Source: an optimization exercise on an open RTL-to-GDS flow (aim: small area, a short achievable clock period and few clock cycles). Production flows keep margins and buffers that such runs may drop.
Function was checked by simulation only, so behaviour that the tests miss may differ from the original.
Power is estimated from default activity; no workload was simulated.

Setup of old:
// mips_top
module mips_top (input         clk,
                 input         rst,
                 input         port_sel,
                 input         port_en,
                 input  [31:0] user_input,
                 input  [31:0] mem_rdata,
                 output [7:0]  mem_addr,
                 output [31:0] mem_wdata,
                 output        mem_we,
                 output [31:0] outport,
                 output        halted);
    reg [31:0] inport0, inport1, outp;
    always @(posedge clk) begin
        if (port_en && !port_sel) inport0 <= user_input;
        if (port_en &&  port_sel) inport1 <= user_input;
    end
    assign outport = outp;
    reg  [7:0]  ma;      
    reg         fv;      
    reg  [7:0]  ra;      
    reg  [7:0]  da;      
    reg  [7:0]  da1;     
    reg         dv;      
    reg         dbp;     
    reg         dtk;     
    reg         btb_v, btb_1, btb_2, btb_f;
    reg  [7:0]  ras;
    reg  [7:0]  btb_a, btb_t;
    reg         mwe;
    reg  [31:0] mwd;
    assign mem_addr  = ma;
    assign mem_we    = mwe;
    assign mem_wdata = mwd;
    reg         ldm;     
    reg  [4:0]  ldm_rt;
    reg         ldw;     
    reg  [4:0]  ldw_rt;
    reg         hlt;
    assign halted = hlt;
    reg         rst_q;
    always @(posedge clk)
        rst_q <= rst;
  ...
Size: about 6500 cells after synthesis, ~1600 flip-flops, ~0.078 mm² of cells after synthesis.
export LEC_CHECK = 0
export CAP_MARGIN = 20
export CORE_MARGIN = 2
export CORE_UTILIZATION = 62
export CTS_CLUSTER_DIAMETER = 60
export CTS_CLUSTER_SIZE = 20
export PLACE_DENSITY = 0.75
export SLEW_MARGIN = 20
create_clock -name core_clock -period 14.0 [get_ports {clk}]
standard.sh (not shown) runs the stock make flow with config.mk's settings and CLKGATE_MAP_FILE= SYNTH_SCRIPT=/design/flow/synth_recipe.tcl, a recipe that flattens the netlist after the stock synthesis.
==> flow/flow/run.sh <==
#!/bin/bash
set -o pipefail
bash standard.sh SETUP_SLACK_MARGIN=10 finish > standard.log 2>&1
Testbench counts of old, summed over its fixed seeds: cycles 184,562.
## Diff of input files: new against old
- CORE_UTILIZATION changed from 62 to 55
- PLACE_DENSITY changed from 0.75 to 0.7
==> flow/flow/run.sh <==
#!/bin/bash
set -o pipefail
bash standard.sh SETUP_SLACK_MARGIN=10.3 finish > standard.log 2>&1
==> comparison <==
Comparing synthesis-to-layout area growth for new and old, the smaller number came from old.
Maximum operating frequency: new and old compared, higher one is new
Compared with old, in new final routed wirelength across all metal layers increased 4.2%; met3 usage decreased 3.2 points; share of the cycle needed by the critical path after routing decreased 0.81 points; number of logic stages on the critical path including buffering decreased 8.
Min number of antenna violations at the first check in global routing across new and old: new

Another version of the RTL of mips_top (not shown whole).
Size: ~6700 cells after synthesis, about 140 I/O pins, roughly 79000 µm² of cells after synthesis.
==> flow/config.mk <==
export PLATFORM = sky130hd
export DESIGN_NAME = mips_top
export DESIGN_NICKNAME = mips_top
export VERILOG_FILES = /design/flow/design.v
export SDC_FILE = /design/flow/constraint.sdc
export NUM_CORES = 8
export LEC_CHECK = 0
export CAP_MARGIN = 20
export CORE_MARGIN = 2
export CORE_UTILIZATION = 55
export CTS_CLUSTER_DIAMETER = 80
export CTS_CLUSTER_SIZE = 25
export PLACE_DENSITY = 0.7
export SLEW_MARGIN = 20
==> flow/constraint.sdc <==
create_clock -name core_clock -period 14.0 [get_ports {clk}]
set_input_delay 2.8000 -clock core_clock [delete_from_list [all_inputs] [get_ports {clk}]]
set_output_delay 2.8000 -clock core_clock [all_outputs]
set_load 0.01 [all_outputs]
==> flow/flow/run.sh <==
#!/bin/bash
set -o pipefail
bash standard.sh SETUP_SLACK_MARGIN=10 finish > standard.log 2>&1
Testbench counts at the start, summed over its fixed seeds: cycles 195,314.
Edit:
--- a/flow/config.mk
+++ b/flow/config.mk
@@ -10,4 +10,4 @@
 export CORE_UTILIZATION = 55
-export CTS_CLUSTER_DIAMETER = 80
-export CTS_CLUSTER_SIZE = 25
+export CTS_CLUSTER_DIAMETER = 60
+export CTS_CLUSTER_SIZE = 20
 export PLACE_DENSITY = 0.7
Outcome: The new run produced a clean layout. Count of clock-buffer cells in the layout rose by 29. Power rose by 10%. Register-to-register slack is better by 110 ps. Wire length hardly moves. Sequential share of layout area fell by 0.99 points. Worst hold slack is worse by 19 ps. Sequential power hardly moves. Global-route usage rose by 0.22 points. Area after synthesis does not change. Setup slack is better by 110 ps.

Setup of the previous run:
mips_top with an RTL version that a note above also has.
For scale: about 1,600 flip-flops, roughly 0.078 mm² of cells after synthesis.
Design mips_top, start of the top module:
module mips_top (input         clk,
                 input         rst,
                 input         port_sel,
                 input         port_en,
                 input  [31:0] user_input,
                 input  [31:0] mem_rdata,
                 output [7:0]  mem_addr,
                 output [31:0] mem_wdata,
                 output        mem_we,
                 output [31:0] outport,
                 output        halted);
export LEC_CHECK = 0
export CAP_MARGIN = 20
export CORE_MARGIN = 2
export CORE_UTILIZATION = 55
export CTS_CLUSTER_DIAMETER = 60
export CTS_CLUSTER_SIZE = 20
export PLACE_DENSITY = 0.7
export SLEW_MARGIN = 20
create_clock -name core_clock -period 14.0 [get_ports {clk}]
==> flow/flow/run.sh <==
#!/bin/bash
set -o pipefail
bash standard.sh SETUP_SLACK_MARGIN=10 \
    "BUFFER_PORTS_ARGS=-buffer_cell sky130_fd_sc_hd__buf_4" \
    finish > standard.log 2>&1
Testbench counts of the previous run, summed over its fixed seeds: cycles 184,562.
The following lists how the current run was set up differently from the previous run:
==> flow/flow/run.sh <==
#!/bin/bash
set -o pipefail
bash standard.sh SETUP_SLACK_MARGIN=10 finish > standard.log 2>&1
- From the previous run to the current run the numbers moved as follows: clock skew after layout now smaller; internal power consumption now smaller; storage element area comparable; number of antenna violations at the first check in global routing now smaller; areal power density over the cells now smaller.
- Changes observed in the current run relative to the previous run: power now sits lower; detailed-route wire length -1.1%; synthesized area saw little to no change; cell area held.
- On number of buffers added for setup after CTS, the higher figure sits with the current run, not the previous run.
- When the current run is set beside the previous run, its worst relative slew slack turns out to be 7.9 points smaller.

Another version of the RTL of mips_top (not shown whole).
Size: roughly 6,900 cells after synthesis, roughly 140 I/O pins.
export LEC_CHECK = 0
export CAP_MARGIN = 20
export CORE_MARGIN = 2
export CORE_UTILIZATION = 55
export CTS_CLUSTER_DIAMETER = 60
export CTS_CLUSTER_SIZE = 20
export PLACE_DENSITY = 0.7
export SLEW_MARGIN = 20
create_clock -name core_clock -period 14.0 [get_ports {clk}]
==> flow/flow/run.sh <==
#!/bin/bash
set -o pipefail
bash standard.sh SETUP_SLACK_MARGIN=10.3 finish > standard.log 2>&1
The first run finished clean.
Testbench counts at the start, summed over its fixed seeds: cycles 184,562.
Rerun with:
==> flow/flow/run.sh (replaced) <==
#!/bin/bash
set -o pipefail
bash standard.sh SETUP_SLACK_MARGIN=10 finish > standard.log 2>&1
After rerunning: The changed run finished clean. Synthesized cell count stays the same. Cell area is lower by 1.6%. Non-clock buffer count fell by 93. Combinational power is lower by about 4%. Synthesized area does not change. Critical path depth fell by 4. Global-route usage rose by 0.40 points. Wire length increases by 0.78%. Final cell count shrinks by 0.90%. Core utilization is lower by 1.0 points.
Rerun with:
==> flow/flow/run.sh (replaced) <==
#!/bin/bash
set -o pipefail
bash standard.sh SETUP_SLACK_MARGIN=10 \
    "BUFFER_PORTS_ARGS=-buffer_cell sky130_fd_sc_hd__buf_4" \
    finish > standard.log 2>&1
Effect: Die area is unchanged. Clock-buffer cell count went down by 24. Via count went up slightly. Synthesized area is unchanged. First-iteration DRC count went up by a few percent. Flip-flop and latch count does not change. Global-route usage went down by 0.91 points. Worst hold slack gets worse by 6.8 ps.

==> static timing again, ports no longer ideal <==
The results above use ideal ports. As a check the final layouts listed here were re-extracted and re-timed, cells and wires unchanged.
Step 1: set_driving_cell puts a clkbuf_16 on clk and a buf_2 on each other input, an assumption about the parent block.
Step 2 adds t to the input delays and takes it off the output delays; t is the mean of the earliest and latest rising clock arrival at the registers after step 1. Input paths then give back, and output paths get back, about the clock's delay inside the block.
a / b / c = ideal / step 1 / step 2; a / b = the first two.
| run | t (ns) | slack for setup (ns) | worst setup path at the end | latest minus earliest clock arrival (ns) |
|---|---|---|---|---|
| old | 0.887 | 9.799 / 9.799 / 9.103 | input to register | 0.063 / 0.063 |
| new | 0.883 | 9.912 / 9.827 / 9.135 | input to register | 0.058 / 0.059 |
| the first run of note 2 | 0.824 | 9.715 / 9.715 / 9.099 | input to register | 0.104 / 0.104 |
| the second run of note 2 | 0.885 | 9.830 / 9.804 / 9.064 | input to register | 0.053 / 0.053 |
| the previous run | 0.880 | 9.905 / 9.836 / 9.135 | input to register | 0.070 / 0.070 |
| the current run | 0.862 | 9.892 / 9.845 / 9.097 | input to register | 0.051 / 0.052 |
| the first run of note 4 | 0.871 | 9.860 / 9.849 / 9.233 | input to register | 0.068 / 0.067 |
| the second run of note 4 | 0.885 | 9.751 / 9.751 / 9.181 | input to register | 0.059 / 0.058 |
| the third run of note 4 | 0.870 | 9.714 / 9.714 / 9.183 | input to register | 0.048 / 0.048 |
After both steps setup and hold are still met in every run listed. The setup slack of the current run, which loses most, moves by -0.047 ns with the drivers and by -0.795 ns with both steps.
